Background: an optimization exercise with open tools, aiming at small area and a short achievable clock period. Do not read the settings as production practice. No run shown here included a check of the RTL's function; only the layout flow was run. Power figures rest on the tool's default switching activity, not on a simulated workload.

==> flow/design.v (outline; a module is shown in full before it is edited, if it fits) <==
// module eq_streaming: 1071 lines
// module eq_gmux13: 16 lines
// module eq_aoi222: 3 lines
// module eq_fa: 4 lines
// module eq_ha: 4 lines
module eq_streaming #(
	parameter integer C_S_AXI_DATA_WIDTH = 32
)
(
    input aclk,
    input aresetn,
    input [C_S_AXI_DATA_WIDTH-1:0] D_READY,
    input [C_S_AXI_DATA_WIDTH-1:0] FFT_PTNS,
    input [C_S_AXI_DATA_WIDTH-1:0] FFT_BKTS,
    input [C_S_AXI_DATA_WIDTH-1:0] my_reg0,
    input [C_S_AXI_DATA_WIDTH-1:0] my_reg1,
    input [C_S_AXI_DATA_WIDTH-1:0] my_reg2,
    input [C_S_AXI_DATA_WIDTH-1:0] my_reg3,
    input [C_S_AXI_DATA_WIDTH-1:0] my_reg4,
    input [C_S_AXI_DATA_WIDTH-1:0] my_reg5,
    input [C_S_AXI_DATA_WIDTH-1:0] my_reg6,
    input [C_S_AXI_DATA_WIDTH-1:0] my_reg7,
    input [C_S_AXI_DATA_WIDTH-1:0] my_reg8,
    input [C_S_AXI_DATA_WIDTH-1:0] my_reg9,
    input [C_S_AXI_DATA_WIDTH-1:0] my_reg10,
    input [C_S_AXI_DATA_WIDTH-1:0] my_reg11,
    input [C_S_AXI_DATA_WIDTH-1:0] my_reg12,
    input [C_S_AXI_DATA_WIDTH-1:0] s_axis_data,
    output reg s_axis_ready,
    input s_axis_valid,
    output reg [C_S_AXI_DATA_WIDTH-1:0] m_axis_data,
    input m_axis_ready,
    output reg m_axis_valid
);
  // ...
==> flow/flow/run.sh <==
#!/bin/bash
set -euo pipefail
MARGIN=$(cat flow/margin.txt)
bash standard.sh SETUP_SLACK_MARGIN=$MARGIN \
  "BUFFER_PORTS_ARGS=-buffer_cell sky130_fd_sc_hd__buf_1" finish > make_finish.log 2>&1
==> flow/flow/margin.txt <==
7
==> flow/standard.sh <==
#!/bin/bash
# synth_recipe.tcl (not shown) runs the flow's synth.tcl, then flattens the netlist and writes it again
# the make line also repeats each setting of config.mk as NAME=value (left out here)
make -C /OpenROAD-flow-scripts/flow DESIGN_CONFIG=/design/flow/config.mk WORK_HOME=/design/flow/orfs CLKGATE_MAP_FILE= SYNTH_SCRIPT=/design/flow/synth_recipe.tcl "${@:-finish}"
==> flow/config.mk <==
export PLATFORM = sky130hd
export DESIGN_NAME = eq_streaming
export DESIGN_NICKNAME = eq_streaming
export VERILOG_FILES = /design/flow/design.v
export SDC_FILE = /design/flow/constraint.sdc
export NUM_CORES = 4
export LEC_CHECK = 0
export CAP_MARGIN = 20
export CORE_MARGIN = 2
export CORE_UTILIZATION = 45
export CTS_CLUSTER_DIAMETER = 80
export CTS_CLUSTER_SIZE = 20
export PLACE_DENSITY = 0.6
export SLEW_MARGIN = 20
export SYNTH_HIERARCHICAL = 1
==> flow/constraint.sdc <==
create_clock -name core_clock -period 10.0 [get_ports {aclk}]
set_input_delay 2.0000 -clock core_clock [delete_from_list [all_inputs] [get_ports {aclk}]]
set_output_delay 2.0000 -clock core_clock [all_outputs]
set_load 0.01 [all_outputs]
==> run_results.csv, run 1 <==
group,metric,value,unit
route,wl_met1,32.1,mm
global_routing,grt_pass1_vias,17200,
worst_setup_path,critPathSlowestCell,"a222oi_1",
finish,mostFrequentLayoutCell,"buf_1",
power,pwr-share-clk,0.132,
global_routing,antenna_violations_before_repair,22,
yosys,postSynth.asyncResetShare,0,
worst_setup_path,crit_path_dat,3560,ps
yosys,synth-seq-area-share,0.257,
yosys,synth_simple_gate_area_frac,0.0729,
finish,layout.core_utilization,0.532,
finish,post_layout_nonfiller_instances,2780,
worst_hold_path,min_delay_path_depth,1,
finish,n_sequential_cell,241,
cts,tritoncts_clock_tree,"built",
outcome,outcome,"timing/DRC/antenna clean",
finish,final_cell_mix,"buf_1 (362), xnor2_1 (294), a22oi_1 (255)",
worst_setup_path,startpoint,"my_reg9[3]",
worst_setup_path,worst_setup_path_endpoint,"g[3]$_DFF_P_",
yosys,synth_enable_flop_cells,16,
cts,cts.htree.levels,1,
power,combinationalPower,3.88,mW
place,instance_count_after_placement_with_tap_cells_included,2718,
finish,areaGrowthSynthToFinish,17.6,%
power,leakagePower,8.36,nW
worst_setup_path,critical_path_cell_count,5,
place,detailedPlace.worstSlack,5940,ps
yosys,share_of_the_synthesized_area_in_the_top_cell_type,0.233,
yosys,synth_cell_types,67,
==> run 2: changes to the inputs <==
--- a/flow/design.v
+++ b/flow/design.v
@@ -566,18 +566,163 @@
 wire re_w352, re_w353;
 eq_fa re_fa354 (.a(re_q20_0), .b(re_q20_1), .c(re_q20_2), .s(re_w352), .co(re_w353));
 wire re_w354, re_w355;
 eq_fa re_fa356 (.a(re_q21_0), .b(re_q21_1), .c(re_q21_2), .s(re_w354), .co(re_w355));
 wire re_w356, re_w357;
 eq_fa re_fa358 (.a(re_q22_0), .b(re_q22_1), .c(re_q22_2), .s(re_w356), .co(re_w357));
 wire re_w358, re_w359;
 eq_fa re_fa360 (.a(re_q23_0), .b(re_q23_1), .c(re_q23_2), .s(re_w358), .co(re_w359));
-wire [16:0] re_sum_x = {re_w357, re_w355, re_w353, re_w351, re_w349, re_w347, re_w345, re_w343, re_w341, re_w339, re_w337, re_w335, re_w333, re_w331, re_w329, re_w328, re_c8} + {re_w358, re_w356, re_w354, re_w352, re_w350, re_w348, re_w346, re_w344, re_w342, re_w340, re_w338, re_w336, re_w334, re_w332, re_w330, 1'b0, re_c8};
-wire [15:0] re_sum = re_sum_x[16:1];
+wire re_w360, re_w361;
+eq_ha re_ha362 (.a(re_w329), .b(re_w330), .s(re_w360), .co(re_w361));
+wire re_w362, re_w363;
+eq_ha re_ha364 (.a(re_w331), .b(re_w332), .s(re_w362), .co(re_w363));
+wire re_w364, re_w365;
+eq_ha re_ha366 (.a(re_w333), .b(re_w334), .s(re_w364), .co(re_w365));
+wire re_w366, re_w367;
+eq_ha re_ha368 (.a(re_w335), .b(re_w336), .s(re_w366), .co(re_w367));
+wire re_w368, re_w369;
+eq_ha re_ha370 (.a(re_w337), .b(re_w338), .s(re_w368), .co(re_w369));
+wire re_w370, re_w371;
+eq_ha re_ha372 (.a(re_w339), .b(re_w340), .s(re_w370), .co(re_w371));
+wire re_w372, re_w373;
+eq_ha re_ha374 (.a(re_w341), .b(re_w342), .s(re_w372), .co(re_w373));
+wire re_w374, re_w375;
+eq_ha re_ha376 (.a(re_w343), .b(re_w344), .s(re_w374), .co(re_w375));
+wire re_w376, re_w377;
+eq_ha re_ha378 (.a(re_w345), .b(re_w346), .s(re_w376), .co(re_w377));
+wire re_w378, re_w379;
+eq_ha re_ha380 (.a(re_w347), .b(re_w348), .s(re_w378), .co(re_w379));
+wire re_w380, re_w381;
+eq_ha re_ha382 (.a(re_w349), .b(re_w350), .s(re_w380), .co(re_w381));
+wire re_w382, re_w383;
+eq_ha re_ha384 (.a(re_w351), .b(re_w352), .s(re_w382), .co(re_w383));
+wire re_w384, re_w385;
+eq_ha re_ha386 (.a(re_w353), .b(re_w354), .s(re_w384), .co(re_w385));
+wire re_w386, re_w387;
+eq_ha re_ha388 (.a(re_w355), .b(re_w356), .s(re_w386), .co(re_w387));
+wire re_w388, re_w389;
+eq_ha re_ha390 (.a(re_w357), .b(re_w358), .s(re_w388), .co(re_w389));
+wire re_w390;
+eq_and re_c391 (.a(re_w328), .b(re_c8), .y(re_w390));
+wire re_w391;
+eq_gc re_gc392 (.gh(re_w363), .ph(re_w362), .gl(re_w361), .g(re_w391));
+wire re_w392;
+eq_and re_c393 (.a(re_w362), .b(re_w360), .y(re_w392));
+wire re_w393;
+eq_gc re_gc394 (.gh(re_w367), .ph(re_w366), .gl(re_w365), .g(re_w393));
+wire re_w394;
+eq_and re_c395 (.a(re_w366), .b(re_w364), .y(re_w394));
+wire re_w395;
+eq_gc re_gc396 (.gh(re_w371), .ph(re_w370), .gl(re_w369), .g(re_w395));
+wire re_w396;
+eq_and re_c397 (.a(re_w370), .b(re_w368), .y(re_w396));
+wire re_w397;
+eq_gc re_gc398 (.gh(re_w375), .ph(re_w374), .gl(re_w373), .g(re_w397));
+wire re_w398;
+eq_and re_c399 (.a(re_w374), .b(re_w372), .y(re_w398));
+wire re_w399;
+eq_gc re_gc400 (.gh(re_w379), .ph(re_w378), .gl(re_w377), .g(re_w399));
+wire re_w400;
+eq_and re_c401 (.a(re_w378), .b(re_w376), .y(re_w400));
+wire re_w401;
+eq_gc re_gc402 (.gh(re_w383), .ph(re_w382), .gl(re_w381), .g(re_w401));
+wire re_w402;
+eq_and re_c403 (.a(re_w382), .b(re_w380), .y(re_w402));
+wire re_w403;
+eq_gc re_gc404 (.gh(re_w387), .ph(re_w386), .gl(re_w385), .g(re_w403));
+wire re_w404;
+eq_and re_c405 (.a(re_w386), .b(re_w384), .y(re_w404));
+wire re_w405;
+eq_gc re_gc406 (.gh(re_w361), .ph(re_w360), .gl(re_w390), .g(re_w405));
+wire re_w406;
+eq_gc re_gc407 (.gh(re_w391), .ph(re_w392), .gl(re_w390), .g(re_w406));
+wire re_w407;
+eq_gc re_gc408 (.gh(re_w369), .ph(re_w368), .gl(re_w393), .g(re_w407));
+wire re_w408;
+eq_and re_c409 (.a(re_w368), .b(re_w394), .y(re_w408));
+wire re_w409;
+eq_gc re_gc410 (.gh(re_w395), .ph(re_w396), .gl(re_w393), .g(re_w409));
+wire re_w410;
+eq_and re_c411 (.a(re_w396), .b(re_w394), .y(re_w410));
+wire re_w411;
+eq_gc re_gc412 (.gh(re_w377), .ph(re_w376), .gl(re_w397), .g(re_w411));
+wire re_w412;
+eq_and re_c413 (.a(re_w376), .b(re_w398), .y(re_w412));
+wire re_w413;
+eq_gc re_gc414 (.gh(re_w399), .ph(re_w400), .gl(re_w397), .g(re_w413));
+wire re_w414;
+eq_and re_c415 (.a(re_w400), .b(re_w398), .y(re_w414));
+wire re_w415;
+eq_gc re_gc416 (.gh(re_w385), .ph(re_w384), .gl(re_w401), .g(re_w415));
+wire re_w416;
+eq_and re_c417 (.a(re_w384), .b(re_w402), .y(re_w416));
+wire re_w417;
+eq_gc re_gc418 (.gh(re_w403), .ph(re_w404), .gl(re_w401), .g(re_w417));
+wire re_w418;
+eq_and re_c419 (.a(re_w404), .b(re_w402), .y(re_w418));
+wire re_w419;
+eq_gc re_gc420 (.gh(re_w365), .ph(re_w364), .gl(re_w406), .g(re_w419));
+wire re_w420;
+eq_gc re_gc421 (.gh(re_w393), .ph(re_w394), .gl(re_w406), .g(re_w420));
+wire re_w421;
+eq_gc re_gc422 (.gh(re_w407), .ph(re_w408), .gl(re_w406), .g(re_w421));
+wire re_w422;
+eq_gc re_gc423 (.gh(re_w409), .ph(re_w410), .gl(re_w406), .g(re_w422));
+wire re_w423;
+eq_gc re_gc424 (.gh(re_w381), .ph(re_w380), .gl(re_w413), .g(re_w423));
+wire re_w424;
+eq_and re_c425 (.a(re_w380), .b(re_w414), .y(re_w424));
+wire re_w425;
+eq_gc re_gc426 (.gh(re_w401), .ph(re_w402), .gl(re_w413), .g(re_w425));
+wire re_w426;
+eq_and re_c427 (.a(re_w402), .b(re_w414), .y(re_w426));
+wire re_w427;
+eq_gc re_gc428 (.gh(re_w415), .ph(re_w416), .gl(re_w413), .g(re_w427));
+wire re_w428;
+eq_and re_c429 (.a(re_w416), .b(re_w414), .y(re_w428));
+wire re_w429;
+eq_gc re_gc430 (.gh(re_w417), .ph(re_w418), .gl(re_w413), .g(re_w429));
+wire re_w430;
+eq_and re_c431 (.a(re_w418), .b(re_w414), .y(re_w430));
+wire re_w431;
+eq_gc re_gc432 (.gh(re_w373), .ph(re_w372), .gl(re_w422), .g(re_w431));
+wire re_w432;
+eq_gc re_gc433 (.gh(re_w397), .ph(re_w398), .gl(re_w422), .g(re_w432));
+wire re_w433;
+eq_gc re_gc434 (.gh(re_w411), .ph(re_w412), .gl(re_w422), .g(re_w433));
+wire re_w434;
+eq_gc re_gc435 (.gh(re_w413), .ph(re_w414), .gl(re_w422), .g(re_w434));
+wire re_w435;
+eq_gc re_gc436 (.gh(re_w423), .ph(re_w424), .gl(re_w422), .g(re_w435));
+wire re_w436;
+eq_gc re_gc437 (.gh(re_w425), .ph(re_w426), .gl(re_w422), .g(re_w436));
+wire re_w437;
+eq_gc re_gc438 (.gh(re_w427), .ph(re_w428), .gl(re_w422), .g(re_w437));
+wire re_w438;
+eq_gc re_gc439 (.gh(re_w429), .ph(re_w430), .gl(re_w422), .g(re_w438));
+wire re_w439;
+eq_gc re_gc440 (.gh(re_w389), .ph(re_w388), .gl(re_w438), .g(re_w439));
+wire re_w440 = re_w328 ^ re_c8;
+wire re_w441 = re_w360 ^ re_w390;
+wire re_w442 = re_w362 ^ re_w405;
+wire re_w443 = re_w364 ^ re_w406;
+wire re_w444 = re_w366 ^ re_w419;
+wire re_w445 = re_w368 ^ re_w420;
+wire re_w446 = re_w370 ^ re_w421;
+wire re_w447 = re_w372 ^ re_w422;
+wire re_w448 = re_w374 ^ re_w431;
+wire re_w449 = re_w376 ^ re_w432;
+wire re_w450 = re_w378 ^ re_w433;
+wire re_w451 = re_w380 ^ re_w434;
+wire re_w452 = re_w382 ^ re_w435;
+wire re_w453 = re_w384 ^ re_w436;
+wire re_w454 = re_w386 ^ re_w437;
+wire re_w455 = re_w388 ^ re_w438;
+wire [15:0] re_sum = {re_w455, re_w454, re_w453, re_w452, re_w451, re_w450, re_w449, re_w448, re_w447, re_w446, re_w445, re_w444, re_w443, re_w442, re_w441, re_w440};
 reg [7:0] im_one, im_two, im_neg;
 always @(posedge aclk) begin
     im_one[0] <= (s_axis_data[16] ^ 1'b0);
     im_two[0] <= ((s_axis_data[16] & 1'b0 & ~s_axis_data[17]) | (~s_axis_data[16] & ~1'b0 & s_axis_data[17]));
     im_neg[0] <= s_axis_data[17];
     im_one[1] <= (s_axis_data[18] ^ s_axis_data[17]);
     im_two[1] <= ((s_axis_data[18] & s_axis_data[17] & ~s_axis_data[19]) | (~s_axis_data[18] & ~s_axis_data[17] & s_axis_data[19]));
     im_neg[1] <= s_axis_data[19];
@@ -1056,18 +1201,163 @@
 wire im_w352, im_w353;
 eq_fa im_fa354 (.a(im_q20_0), .b(im_q20_1), .c(im_q20_2), .s(im_w352), .co(im_w353));
 wire im_w354, im_w355;
 eq_fa im_fa356 (.a(im_q21_0), .b(im_q21_1), .c(im_q21_2), .s(im_w354), .co(im_w355));
 wire im_w356, im_w357;
 eq_fa im_fa358 (.a(im_q22_0), .b(im_q22_1), .c(im_q22_2), .s(im_w356), .co(im_w357));
 wire im_w358, im_w359;
 eq_fa im_fa360 (.a(im_q23_0), .b(im_q23_1), .c(im_q23_2), .s(im_w358), .co(im_w359));
-wire [16:0] im_sum_x = {im_w357, im_w355, im_w353, im_w351, im_w349, im_w347, im_w345, im_w343, im_w341, im_w339, im_w337, im_w335, im_w333, im_w331, im_w329, im_w328, im_c8} + {im_w358, im_w356, im_w354, im_w352, im_w350, im_w348, im_w346, im_w344, im_w342, im_w340, im_w338, im_w336, im_w334, im_w332, im_w330, 1'b0, im_c8};
-wire [15:0] im_sum = im_sum_x[16:1];
+wire im_w360, im_w361;
+eq_ha im_ha362 (.a(im_w329), .b(im_w330), .s(im_w360), .co(im_w361));
+wire im_w362, im_w363;
+eq_ha im_ha364 (.a(im_w331), .b(im_w332), .s(im_w362), .co(im_w363));
+wire im_w364, im_w365;
+eq_ha im_ha366 (.a(im_w333), .b(im_w334), .s(im_w364), .co(im_w365));
+wire im_w366, im_w367;
+eq_ha im_ha368 (.a(im_w335), .b(im_w336), .s(im_w366), .co(im_w367));
+wire im_w368, im_w369;
+eq_ha im_ha370 (.a(im_w337), .b(im_w338), .s(im_w368), .co(im_w369));
+wire im_w370, im_w371;
+eq_ha im_ha372 (.a(im_w339), .b(im_w340), .s(im_w370), .co(im_w371));
+wire im_w372, im_w373;
+eq_ha im_ha374 (.a(im_w341), .b(im_w342), .s(im_w372), .co(im_w373));
+wire im_w374, im_w375;
+eq_ha im_ha376 (.a(im_w343), .b(im_w344), .s(im_w374), .co(im_w375));
+wire im_w376, im_w377;
+eq_ha im_ha378 (.a(im_w345), .b(im_w346), .s(im_w376), .co(im_w377));
+wire im_w378, im_w379;
+eq_ha im_ha380 (.a(im_w347), .b(im_w348), .s(im_w378), .co(im_w379));
+wire im_w380, im_w381;
+eq_ha im_ha382 (.a(im_w349), .b(im_w350), .s(im_w380), .co(im_w381));
+wire im_w382, im_w383;
+eq_ha im_ha384 (.a(im_w351), .b(im_w352), .s(im_w382), .co(im_w383));
+wire im_w384, im_w385;
+eq_ha im_ha386 (.a(im_w353), .b(im_w354), .s(im_w384), .co(im_w385));
+wire im_w386, im_w387;
+eq_ha im_ha388 (.a(im_w355), .b(im_w356), .s(im_w386), .co(im_w387));
+wire im_w388, im_w389;
+eq_ha im_ha390 (.a(im_w357), .b(im_w358), .s(im_w388), .co(im_w389));
+wire im_w390;
+eq_and im_c391 (.a(im_w328), .b(im_c8), .y(im_w390));
+wire im_w391;
+eq_gc im_gc392 (.gh(im_w363), .ph(im_w362), .gl(im_w361), .g(im_w391));
+wire im_w392;
+eq_and im_c393 (.a(im_w362), .b(im_w360), .y(im_w392));
+wire im_w393;
+eq_gc im_gc394 (.gh(im_w367), .ph(im_w366), .gl(im_w365), .g(im_w393));
+wire im_w394;
+eq_and im_c395 (.a(im_w366), .b(im_w364), .y(im_w394));
+wire im_w395;
+eq_gc im_gc396 (.gh(im_w371), .ph(im_w370), .gl(im_w369), .g(im_w395));
+wire im_w396;
+eq_and im_c397 (.a(im_w370), .b(im_w368), .y(im_w396));
+wire im_w397;
+eq_gc im_gc398 (.gh(im_w375), .ph(im_w374), .gl(im_w373), .g(im_w397));
+wire im_w398;
+eq_and im_c399 (.a(im_w374), .b(im_w372), .y(im_w398));
+wire im_w399;
+eq_gc im_gc400 (.gh(im_w379), .ph(im_w378), .gl(im_w377), .g(im_w399));
+wire im_w400;
+eq_and im_c401 (.a(im_w378), .b(im_w376), .y(im_w400));
+wire im_w401;
+eq_gc im_gc402 (.gh(im_w383), .ph(im_w382), .gl(im_w381), .g(im_w401));
+wire im_w402;
+eq_and im_c403 (.a(im_w382), .b(im_w380), .y(im_w402));
+wire im_w403;
+eq_gc im_gc404 (.gh(im_w387), .ph(im_w386), .gl(im_w385), .g(im_w403));
+wire im_w404;
+eq_and im_c405 (.a(im_w386), .b(im_w384), .y(im_w404));
+wire im_w405;
+eq_gc im_gc406 (.gh(im_w361), .ph(im_w360), .gl(im_w390), .g(im_w405));
+wire im_w406;
+eq_gc im_gc407 (.gh(im_w391), .ph(im_w392), .gl(im_w390), .g(im_w406));
+wire im_w407;
+eq_gc im_gc408 (.gh(im_w369), .ph(im_w368), .gl(im_w393), .g(im_w407));
+wire im_w408;
+eq_and im_c409 (.a(im_w368), .b(im_w394), .y(im_w408));
+wire im_w409;
+eq_gc im_gc410 (.gh(im_w395), .ph(im_w396), .gl(im_w393), .g(im_w409));
+wire im_w410;
+eq_and im_c411 (.a(im_w396), .b(im_w394), .y(im_w410));
+wire im_w411;
+eq_gc im_gc412 (.gh(im_w377), .ph(im_w376), .gl(im_w397), .g(im_w411));
+wire im_w412;
+eq_and im_c413 (.a(im_w376), .b(im_w398), .y(im_w412));
+wire im_w413;
+eq_gc im_gc414 (.gh(im_w399), .ph(im_w400), .gl(im_w397), .g(im_w413));
+wire im_w414;
+eq_and im_c415 (.a(im_w400), .b(im_w398), .y(im_w414));
+wire im_w415;
+eq_gc im_gc416 (.gh(im_w385), .ph(im_w384), .gl(im_w401), .g(im_w415));
+wire im_w416;
+eq_and im_c417 (.a(im_w384), .b(im_w402), .y(im_w416));
+wire im_w417;
+eq_gc im_gc418 (.gh(im_w403), .ph(im_w404), .gl(im_w401), .g(im_w417));
+wire im_w418;
+eq_and im_c419 (.a(im_w404), .b(im_w402), .y(im_w418));
+wire im_w419;
+eq_gc im_gc420 (.gh(im_w365), .ph(im_w364), .gl(im_w406), .g(im_w419));
+wire im_w420;
+eq_gc im_gc421 (.gh(im_w393), .ph(im_w394), .gl(im_w406), .g(im_w420));
+wire im_w421;
+eq_gc im_gc422 (.gh(im_w407), .ph(im_w408), .gl(im_w406), .g(im_w421));
+wire im_w422;
+eq_gc im_gc423 (.gh(im_w409), .ph(im_w410), .gl(im_w406), .g(im_w422));
+wire im_w423;
+eq_gc im_gc424 (.gh(im_w381), .ph(im_w380), .gl(im_w413), .g(im_w423));
+wire im_w424;
+eq_and im_c425 (.a(im_w380), .b(im_w414), .y(im_w424));
+wire im_w425;
+eq_gc im_gc426 (.gh(im_w401), .ph(im_w402), .gl(im_w413), .g(im_w425));
+wire im_w426;
+eq_and im_c427 (.a(im_w402), .b(im_w414), .y(im_w426));
+wire im_w427;
+eq_gc im_gc428 (.gh(im_w415), .ph(im_w416), .gl(im_w413), .g(im_w427));
+wire im_w428;
+eq_and im_c429 (.a(im_w416), .b(im_w414), .y(im_w428));
+wire im_w429;
+eq_gc im_gc430 (.gh(im_w417), .ph(im_w418), .gl(im_w413), .g(im_w429));
+wire im_w430;
+eq_and im_c431 (.a(im_w418), .b(im_w414), .y(im_w430));
+wire im_w431;
+eq_gc im_gc432 (.gh(im_w373), .ph(im_w372), .gl(im_w422), .g(im_w431));
+wire im_w432;
+eq_gc im_gc433 (.gh(im_w397), .ph(im_w398), .gl(im_w422), .g(im_w432));
+wire im_w433;
+eq_gc im_gc434 (.gh(im_w411), .ph(im_w412), .gl(im_w422), .g(im_w433));
+wire im_w434;
+eq_gc im_gc435 (.gh(im_w413), .ph(im_w414), .gl(im_w422), .g(im_w434));
+wire im_w435;
+eq_gc im_gc436 (.gh(im_w423), .ph(im_w424), .gl(im_w422), .g(im_w435));
+wire im_w436;
+eq_gc im_gc437 (.gh(im_w425), .ph(im_w426), .gl(im_w422), .g(im_w436));
+wire im_w437;
+eq_gc im_gc438 (.gh(im_w427), .ph(im_w428), .gl(im_w422), .g(im_w437));
+wire im_w438;
+eq_gc im_gc439 (.gh(im_w429), .ph(im_w430), .gl(im_w422), .g(im_w438));
+wire im_w439;
+eq_gc im_gc440 (.gh(im_w389), .ph(im_w388), .gl(im_w438), .g(im_w439));
+wire im_w440 = im_w328 ^ im_c8;
+wire im_w441 = im_w360 ^ im_w390;
+wire im_w442 = im_w362 ^ im_w405;
+wire im_w443 = im_w364 ^ im_w406;
+wire im_w444 = im_w366 ^ im_w419;
+wire im_w445 = im_w368 ^ im_w420;
+wire im_w446 = im_w370 ^ im_w421;
+wire im_w447 = im_w372 ^ im_w422;
+wire im_w448 = im_w374 ^ im_w431;
+wire im_w449 = im_w376 ^ im_w432;
+wire im_w450 = im_w378 ^ im_w433;
+wire im_w451 = im_w380 ^ im_w434;
+wire im_w452 = im_w382 ^ im_w435;
+wire im_w453 = im_w384 ^ im_w436;
+wire im_w454 = im_w386 ^ im_w437;
+wire im_w455 = im_w388 ^ im_w438;
+wire [15:0] im_sum = {im_w455, im_w454, im_w453, im_w452, im_w451, im_w450, im_w449, im_w448, im_w447, im_w446, im_w445, im_w444, im_w443, im_w442, im_w441, im_w440};
 always @(posedge aclk) begin
     if (!aresetn)
         m_axis_data <= 32'd0;
     else if (v1 & r1)
         m_axis_data <= {im_sum, re_sum};
 end
 endmodule
 module eq_gmux13 (
@@ -1092,8 +1382,14 @@
 module eq_fa (input a, input b, input c, output s, output co);
 assign s = a ^ b ^ c;
 assign co = (a & b) | (a & c) | (b & c);
 endmodule
 module eq_ha (input a, input b, output s, output co);
 assign s = a ^ b;
 assign co = a & b;
 endmodule
+module eq_gc (input gh, input ph, input gl, output g);
+assign g = gh | (ph & gl);
+endmodule
+module eq_and (input a, input b, output y);
+assign y = a & b;
+endmodule
==> run_results.csv, run 2 <==
group,metric,value,unit
sta,layout_worst_path_cycle_share,0.303,
run,cap_viol_max_count,0,
cts,cts_hold_buffers,0,
yosys,synth_enable_flop_cells,16,
route,vias,17000,
global_routing,grt_overflow,0,
worst_setup_path,critical_path_peak_fanout,1,
yosys,synth_most_common_cell,"xnor2_1",
power,switching_power,2.61,mW
yosys,share_of_the_synthesized_area_in_the_top_cell_type,0.232,
worst_setup_path,worst_ep_required_time,10440,ps
route,wl,79.2,mm
yosys,synth-seq-area-share,0.257,
worst_setup_path,critical_path.endpoint_type,"flip-flop",
cts,clk_path_buf_depth,3,
route,drc_errors,0,
die,initial_core_utilization,0.453,
finish,final_cell_mix,"buf_1 (363), xnor2_1 (311), a22oi_1 (254)",
yosys,synth_top_cells_by_count,"xnor2_1 (311), a22oi_1 (254), dfxtp_1 (225)",
route,viasPerCell,6.27,
sta,setup-violations-final,0,
place,gp_congestion,0.986,
yosys,post_synth_inst_count,1838,
yosys,netlist_area,19400,um^2
cts,cts_root_buf,"clkbuf_16",
finish,layout_top_registers,"m_axis_data x32, g x24, rem x16",
yosys,yosys.area.top_type,"dfxtp_1",
worst_setup_path,rrSetupSlack,7020,ps
sta,rsz0062_at_grt,"yes",
place,port-buffer-count,401,
die,row_count,76,
finish,nNetsFinal,2999,
place,instance_count_after_placement_with_tap_cells_included,2657,
cts,tritoncts_clock_tree,"built",
sta,post-route-worst-setup-slack,6970,ps
die,fp.dieH,212,um
sta,holdWs,443,ps
die,dieArea,44700,um^2
worst_setup_path,worst_setup_path_start_kind,"primary input",
finish,mostFrequentLayoutCell,"buf_1",
yosys,syn_avg_cell_area,10.5,um^2
yosys,synthesis.nets,2683,
die,design.portCount,582,
worst_setup_path,crit_path_dat,3470,ps
global_routing,grt_start_max_net_pins,65,
yosys,synth-warning-count,7,
outcome,outcome,"timing/DRC/antenna clean",
power,power_density_of_the_placed_cells,268,nW/um^2
global_routing,grt_pass1_vias,17100,
place,dp_hpwl,61.4,mm
die,design.core.area,42800,um^2
sta,finClkSkew,21.3,ps
finish,post_layout_nonfiller_instances,2715,
global_routing,antenna_violations_before_repair,10,
route,final_antenna_net_count,0,
sta,tightestPinTransition,1200,ps
route,drt_first_iter_violations,2299,
power,switching_share,0.432,
power,pwr-share-clk,0.128,
yosys,postSynth.asyncResetShare,0,
power,leakagePower,9.04,nW
finish,largest_register_ff_count,32,
yosys,ys_ff_latch,241,
worst_setup_path,timing_worst_setup_path_type,"primary input to flip-flop",
yosys,synth_cell_types,55,
worst_hold_path,min_path_type,"flip-flop to flip-flop",
finish,areaGrowthSynthToFinish,16.5,%
place,detailedPlace.worstSlack,6240,ps
sta,final.setup.tns,0,ps
cts,worst_skew_pair.late_latency,550,ps
sta,fmaxAchievable,0.330,GHz
cts,cts.htree.levels,1,
global_routing,gr-usage-all-layers,0.353,
global_routing,grt_pass1_wl,114,mm
sta,final_hold_viol_count,0,
cts,cts_buffers,19,
power,seq_power_share,0.246,
yosys,synthFlopType,"dfxtp_1",
finish,register_with_the_most_flip_flops,"m_axis_data",
power,comb_power_share,0.626,
power,ir_worst_vdd,0.189,mV
power,power,6.05,mW
power,power.internal,3.44,mW
route,routed_wire_per_std_cell,29.2,um
finish,layout-drive-gt1-share,0.117,
cts,clkSinkCount,241,
cts,clock_pin_slew_reported_for_the_worst_setup_and_hold_paths_after_clock_tree_synthesis,80,ps
sta,finalCriticalPeriod,3030,ps
route,drt-pass1-iter-count,9,
die,die-width,212,um
sta,final_max_slew_viol_count,0,
sta,max_slew_margin,0.199,
yosys,synth.area.top_cells,"dfxtp_1 (23%), fa_1 (19%), xnor2_1 (14%)",
-- run 2: cell type report --
type / count / area [um^2]
Antenna cell: 5 / 12.5
Clock buffer: 22 / 497
Clock inverter: 9 / 100
Fill cell: 3924 / 20200
Inverter: 36 / 135
Multi-Input combinational cell: 1399 / 13800
Sequential cell: 241 / 5140
Tap cell: 546 / 683
Timing Repair Buffer: 457 / 2250
-- run 2: modules after synthesis, one instance, submodules excluded --
module / flip-flops and latches / cells / cell area [um^2] / copies in the design
eq_and: 0 / 1 / 6.26 / 36
eq_aoi222: 0 / 1 / 10.0 / 96
eq_fa: 0 / 1 / 20.0 / 182
eq_gc: 0 / 1 / 7.51 / 62
eq_gmux13: 0 / 50 / 358 / 1
eq_ha: 0 / 1 / 12.5 / 72
eq_streaming: 241 / 1340 / 12800 / 1
-- run 2: repair_timing --
action,4_1_cts,5_1_grt
pin swaps,6,3
gates cloned,1,1
buffers inserted,14,6
endpoints found under the setup margin,130,77
gates resized for setup,146,43
-- run 2: cells by family after synthesis --
| kind of cell | after synthesis | share of synthesized area |
|---|---|---|
| compound gates | 538 | 0.226 |
| xor+xnor | 315 | 0.142 |
| fa+ha+maj | 297 | 0.262 |
| buf+inv | 199 | 0.0410 |
| flops | 241 | 0.257 |
| mux | 14 | 0.00813 |
| simple gates | 234 | 0.0626 |
-- run 2: stage by stage --
stage / utilization / area, um^2
2_1_floorplan: - / 19500
3_3_place_gp: 0.497 / 21300
3_5_place_dp: 0.497 / 21300
4_1_cts: 0.522 / 22300
5_1_grt: 0.527 / 22600
6_report: 0.528 / 22600
-- run 2: worst max-delay path, stage by stage --
cell and delay [ps]:
buf_1 80, a222oi_1 1020, nand4_1 160, a21o_1 200
-- run 2: path summary, 6_finish.rpt --
path                  start       endpoint  depth (start not counted)
min reg2reg   v0$_SDFF_PN0_  v1$_SDFF_PN0_                          1
min           v0$_SDFF_PN0_  v1$_SDFF_PN0_                          1
max reg2reg  z$_SDFFE_PN1P_  g[10]$_DFF_P_                          8
max              my_reg3[9]   g[9]$_DFF_P_                          4
-- run 2: power by group through the flow --
stage | Combinational [mW] | Clock (mW) | Sequential, mW
global placement | 3.69 | 0 | 1.49
CTS | 3.81 | 0.796 | 1.49
global route | 4.26 | 0.828 | 1.52
finish | 3.79 | 0.776 | 1.49
floorplan | 2.83 | 0 | 1.38
detailed placement | 3.76 | 0 | 1.50
-- run 2: per-layer routing --
layer,up-vias,share of wire,wire [um],global-route usage
li1,7387,-,-,-
met1,8452,0.38,30200,0.458
met2,1035,0.43,33900,0.526
met3,136,0.12,9650,0.0906
met4,0,0.069,5480,0.216
met5,-,0,0,0
==> module eq_gmux13, before the edit <==
module eq_gmux13 (
    input [12:0] sel,
    input [23:0] d0, d1, d2, d3, d4, d5, d6, d7, d8, d9, d10, d11, d12,
    output [23:0] y
);
genvar i;
generate for (i = 0; i < 24; i = i + 1) begin : g_bit
    wire na, nb, nc, nd, ne;
    eq_aoi222 u_a (.a1(sel[0]), .a2(d0[i]), .b1(sel[1]), .b2(d1[i]), .c1(sel[2]), .c2(d2[i]), .y(na));
    eq_aoi222 u_b (.a1(sel[3]), .a2(d3[i]), .b1(sel[4]), .b2(d4[i]), .c1(sel[5]), .c2(d5[i]), .y(nb));
    eq_aoi222 u_c (.a1(sel[6]), .a2(d6[i]), .b1(sel[7]), .b2(d7[i]), .c1(sel[8]), .c2(d8[i]), .y(nc));
    eq_aoi222 u_d (.a1(sel[9]), .a2(d9[i]), .b1(sel[10]), .b2(d10[i]), .c1(sel[11]), .c2(d11[i]), .y(nd));
    assign ne = ~(sel[12] & d12[i]);
    assign y[i] = ~(na & nb & nc & nd & ne);
end endgenerate
endmodule
==> run 3: changes to the inputs <==
--- a/flow/design.v
+++ b/flow/design.v
@@ -1367,15 +1367,8 @@
 );
-genvar i;
-generate for (i = 0; i < 24; i = i + 1) begin : g_bit
-    wire na, nb, nc, nd, ne;
-    eq_aoi222 u_a (.a1(sel[0]), .a2(d0[i]), .b1(sel[1]), .b2(d1[i]), .c1(sel[2]), .c2(d2[i]), .y(na));
-    eq_aoi222 u_b (.a1(sel[3]), .a2(d3[i]), .b1(sel[4]), .b2(d4[i]), .c1(sel[5]), .c2(d5[i]), .y(nb));
-    eq_aoi222 u_c (.a1(sel[6]), .a2(d6[i]), .b1(sel[7]), .b2(d7[i]), .c1(sel[8]), .c2(d8[i]), .y(nc));
-    eq_aoi222 u_d (.a1(sel[9]), .a2(d9[i]), .b1(sel[10]), .b2(d10[i]), .c1(sel[11]), .c2(d11[i]), .y(nd));
-    assign ne = ~(sel[12] & d12[i]);
-    assign y[i] = ~(na & nb & nc & nd & ne);
-end endgenerate
-endmodule
-module eq_aoi222 (input a1, input a2, input b1, input b2, input c1, input c2, output y);
-assign y = ~((a1 & a2) | (b1 & b2) | (c1 & c2));
+assign y =
+      ({24{sel[0]}}  & d0)  | ({24{sel[1]}}  & d1)  | ({24{sel[2]}}  & d2)
+    | ({24{sel[3]}}  & d3)  | ({24{sel[4]}}  & d4)  | ({24{sel[5]}}  & d5)
+    | ({24{sel[6]}}  & d6)  | ({24{sel[7]}}  & d7)  | ({24{sel[8]}}  & d8)
+    | ({24{sel[9]}}  & d9)  | ({24{sel[10]}} & d10) | ({24{sel[11]}} & d11)
+    | ({24{sel[12]}} & d12);
 endmodule
==> run_results.csv, run 3 <==
group,metric,value,unit
route,routed_wire_per_std_cell,25.8,um
yosys,synth-xor-area-share,0.140,
worst_setup_path,cp_cell_sequence,"a22oi_1 > xnor2_1 > fa_1 > fa_1 > fa_1 > ha_1",
worst_setup_path,critPathSlowestCell,"dfxtp_2",
global_routing,antenna_violations_before_repair,19,
worst_setup_path,critical_path_cell_count,6,
die,row_count,76,
route,wl,72.2,mm
worst_setup_path,worstPathBufferInverterCount,0,
route,drt-pass1-iter-count,7,
worst_setup_path,timing_worst_setup_path_type,"flip-flop to flip-flop",
sta,final.setup.tns,0,ps
finish,register_with_the_most_flip_flops,"m_axis_data",
worst_setup_path,endpoint_of_the_worst_slack_reg_to_reg_timing_path,"re_q23_2$_DFF_P_",
sta,layout_worst_path_cycle_share,0.301,
yosys,yosys.area.top_type,"dfxtp_1",
finish,mostFrequentLayoutCell,"a22oi_1",
power,power_density_of_the_placed_cells,262,nW/um^2
worst_setup_path,timing.rr.start,"re_two[1]$_DFF_P_",
worst_setup_path,crit_path_dat,3410,ps
yosys,synth_simple_gate_area_frac,0.0692,
yosys,synth_enable_flop_cells,16,
sta,holdWs,443,ps
worst_setup_path,worst_setup_path_start_kind,"flip-flop",
outcome,outcome,"timing/DRC/antenna clean",
worst_setup_path,worst_setup_path_endpoint,"re_q23_2$_DFF_P_",
route,viasPerCell,6.09,
yosys,synth-warning-count,7,
yosys,postSynth.asyncResetShare,0,
die,initial_core_utilization,0.456,
yosys,post_synth_mux_area_share,0.00802,
yosys,synthesis.nets,2755,
place,dp_hpwl,55.5,mm
yosys,share_of_the_synthesized_area_in_the_top_cell_type,0.229,
place,port-buffer-count,401,
yosys,synthFlopType,"dfxtp_1",
cts,clk_path_buf_depth,3,
sta,max_slew_margin,0.398,
route,drt_first_iter_violations,2046,
global_routing,grt_pass1_vias,16800,
die,design.portCount,582,
yosys,synth-adder-area-share,0.258,
finish,nNetsFinal,3033,
cts,cts.htree.levels,1,
yosys,synth_top_family_by_area,"adder cells",
cts,cts_buffers,17,
cts,cts_root_buf,"clkbuf_16",
yosys,ys_ff_latch,241,
yosys,synth-seq-area-share,0.253,
cts,cts_hold_buffers,0,
worst_setup_path,worst_r2r_path_depth,6,
sta,setup-violations-final,0,
finish,final_cell_mix,"a22oi_1 (372), buf_1 (364), xnor2_1 (311)",
sta,tightestPinTransition,902,ps
worst_setup_path,critical_path_peak_fanout,21,
yosys,synth_top_cells_by_count,"a22oi_1 (372), xnor2_1 (311), dfxtp_1 (225)",
route,vias,17000,
global_routing,grt_start_max_net_pins,65,
sta,rsz0062_at_grt,"yes",
yosys,syn_avg_cell_area,10.3,um^2
die,dieArea,45400,um^2
global_routing,gr-usage-all-layers,0.314,
route,final_antenna_net_count,0,
die,die-width,213,um
power,ir_worst_vdd,0.185,mV
finish,layout_top_registers,"m_axis_data x32, g x24, rem x16",
global_routing,grt_overflow,0,
worst_setup_path,critical_path.max_stage_delay,650,ps
yosys,synth_compound_area_frac,0.223,
cts,clock_pin_slew_reported_for_the_worst_setup_and_hold_paths_after_clock_tree_synthesis,80,ps
yosys,synth_cell_types,56,
worst_setup_path,timing.critical_path.mode_cell,"fa_1",
yosys,synth.area.top_cells,"dfxtp_1 (23%), fa_1 (19%), a22oi_1 (14%)",
cts,clkSinkCount,241,
worst_setup_path,startpoint,"re_two[1]$_DFF_P_",
sta,final_max_slew_viol_count,0,
place,gp_congestion,0.916,
yosys,netlist_area,19700,um^2
worst_setup_path,rrSetupSlack,6990,ps
worst_setup_path,critical_path.endpoint_type,"flip-flop",
die,design.core.area,43100,um^2
global_routing,grt_pass1_wl,106,mm
sta,final_hold_viol_count,0,
sta,finClkSkew,20.0,ps
yosys,post_synth_inst_count,1910,
cts,tritoncts_clock_tree,"built",
finish,layout-drive-gt1-share,0.106,
power,leakagePower,8.79,nW
worst_setup_path,worst_ep_required_time,10400,ps
finish,largest_register_ff_count,32,
die,fp.dieH,213,um
worst_hold_path,min_path_type,"flip-flop to flip-flop",
finish,fill_cells,4057,
route,drc_errors,0,
run,cap_viol_max_count,0,
yosys,synth_most_common_cell,"a22oi_1",
finish,areaGrowthSynthToFinish,14.0,%
worst_setup_path,critPathTopFamily,"adder cells",
cts,worst_skew_pair.late_latency,520,ps
sta,fmaxAchievable,0.333,GHz
sta,finalCriticalPeriod,3010,ps
-- run 3: changes by cell type after synthesis, moves of 4 or more --
cell      previous run  this run
a21o_1              85        65
a21o_2               5         1
a222oi_1            96        24
a22oi_1            254       372
and3_1               4        28
buf_2                8        22
buf_6                5         9
clkbuf_1           126       132
-- run 3: logic make-up after synthesis --
kind of cell	after synthesis
XOR/XNOR	315
AO/OA/AOI/OAI	562
adder cells (fa/ha/maj)	297
buffers and inverters	223
AND/OR/NAND/NOR	258
multiplexers	14
flip-flops	241
-- run 3: worst min path at each step --
stage,depth (start not counted),slack [ps],startpoint,end
3_5_place_dp,1,430,r0$_SDFF_PN0_,r1$_SDFF_PN0_
5_1_grt,1,470,r0$_SDFF_PN0_,r1$_SDFF_PN0_
2_1_floorplan,1,410,r0$_SDFF_PN0_,r1$_SDFF_PN0_
4_1_cts,1,450,r0$_SDFF_PN0_,r1$_SDFF_PN0_
6_report,1,440,r0$_SDFF_PN0_,r1$_SDFF_PN0_
3_3_place_gp,1,420,r0$_SDFF_PN0_,r1$_SDFF_PN0_
-- run 3: Yosys stat by module, one instance, submodules excluded --
module        times used  cell area (um^2)  flip-flops and latches  cells
eq_ha                 72              12.5                       0      1
eq_streaming           1             12800                     241   1340
eq_gc                 62              7.51                       0      1
eq_fa                182              20.0                       0      1
eq_and                36              6.26                       0      1
eq_gmux13              1              1600                       0    218
-- run 3: where the power goes --
group	internal [mW]	switching (mW)	leakage [nW]
Clock	0.325	0.357	0.242
Sequential	1.25	0.242	2.07
Combinational	1.80	1.89	6.48
-- run 3: area by class of cell --
cell class                 instances  area, um^2  area share
clock inverter                     5        42.5     0.00190
sequential                       241        5120       0.228
inverter                          36         135     0.00603
timing repair buffer             442        2020      0.0899
multi-input combinational       1450       13900       0.620
tap                              585         732      0.0326
clock buffer                      20         447      0.0199
antenna                           14        35.0     0.00156
-- run 3: timing repair --
| action | 4_1_cts | 5_1_grt |
|---|---|---|
| cloned | 1 | 3 |
| resized for setup | 110 | 50 |
| setup buffers | 3 | 7 |
| pin swaps | 3 | 2 |
| setup endpoints to repair | 124 | 61 |
-- run 3: per-layer routing --
metal,share of wire,track usage
met3,0.12,0.101
met5,0.00018,0
met2,0.43,0.460
met4,0.034,0.100
met1,0.41,0.438
-- run 3: worst register-to-register path, cell delays in order, from the launching register on --
cell	delay [ps]
dfxtp_2	650
a22oi_1	160
xnor2_1	180
fa_1	580
fa_1	470
fa_1	510
ha_1	320
-- run 3: stage by stage --
stage	util	instances	power, mW	setup WS [ps]	area [um^2]
final	0.521	2793	5.87	6990	22400
after global routing	0.520	2785	6.44	6950	22400
after CTS	0.514	2769	5.91	7000	22100
after detailed placement	0.497	2740	5.19	6190	21400
after global placement	0.497	2739	5.13	6220	21400
after floorplan	-	1910	4.21	6900	19700

-- afterwards: timing with drivers on the ports --
How much do the figures lean on ideal ports? The routed layouts below were timed once more, with nothing changed but the port constraints.
Step 1, drivers: a clkbuf_16 drives aclk and a buf_2 each remaining input, both assumed.
Step 2 also shifts input and output timing later by t, the mid clock arrival at the registers, as if the neighbouring blocks saw the same clock.
a / b / c = no drivers / after step 1 / after step 2; a / b = the first two.
| run | t (ns) | setup WS [ns] | cell pins on the clock port's net |
|---|---|---|---|
| run 1 | 0.584 | 6.859 / 6.870 / 6.286 | 1 |
| run 2 | 0.590 | 6.972 / 6.929 / 6.347 | 1 |
| run 3 | 0.566 | 6.995 / 6.971 / 6.588 | 1 |
After both steps every run listed still meets setup and hold. The setup slack of run 2, which loses most, moves by -0.043 ns with the drivers and by -0.625 ns with both steps.
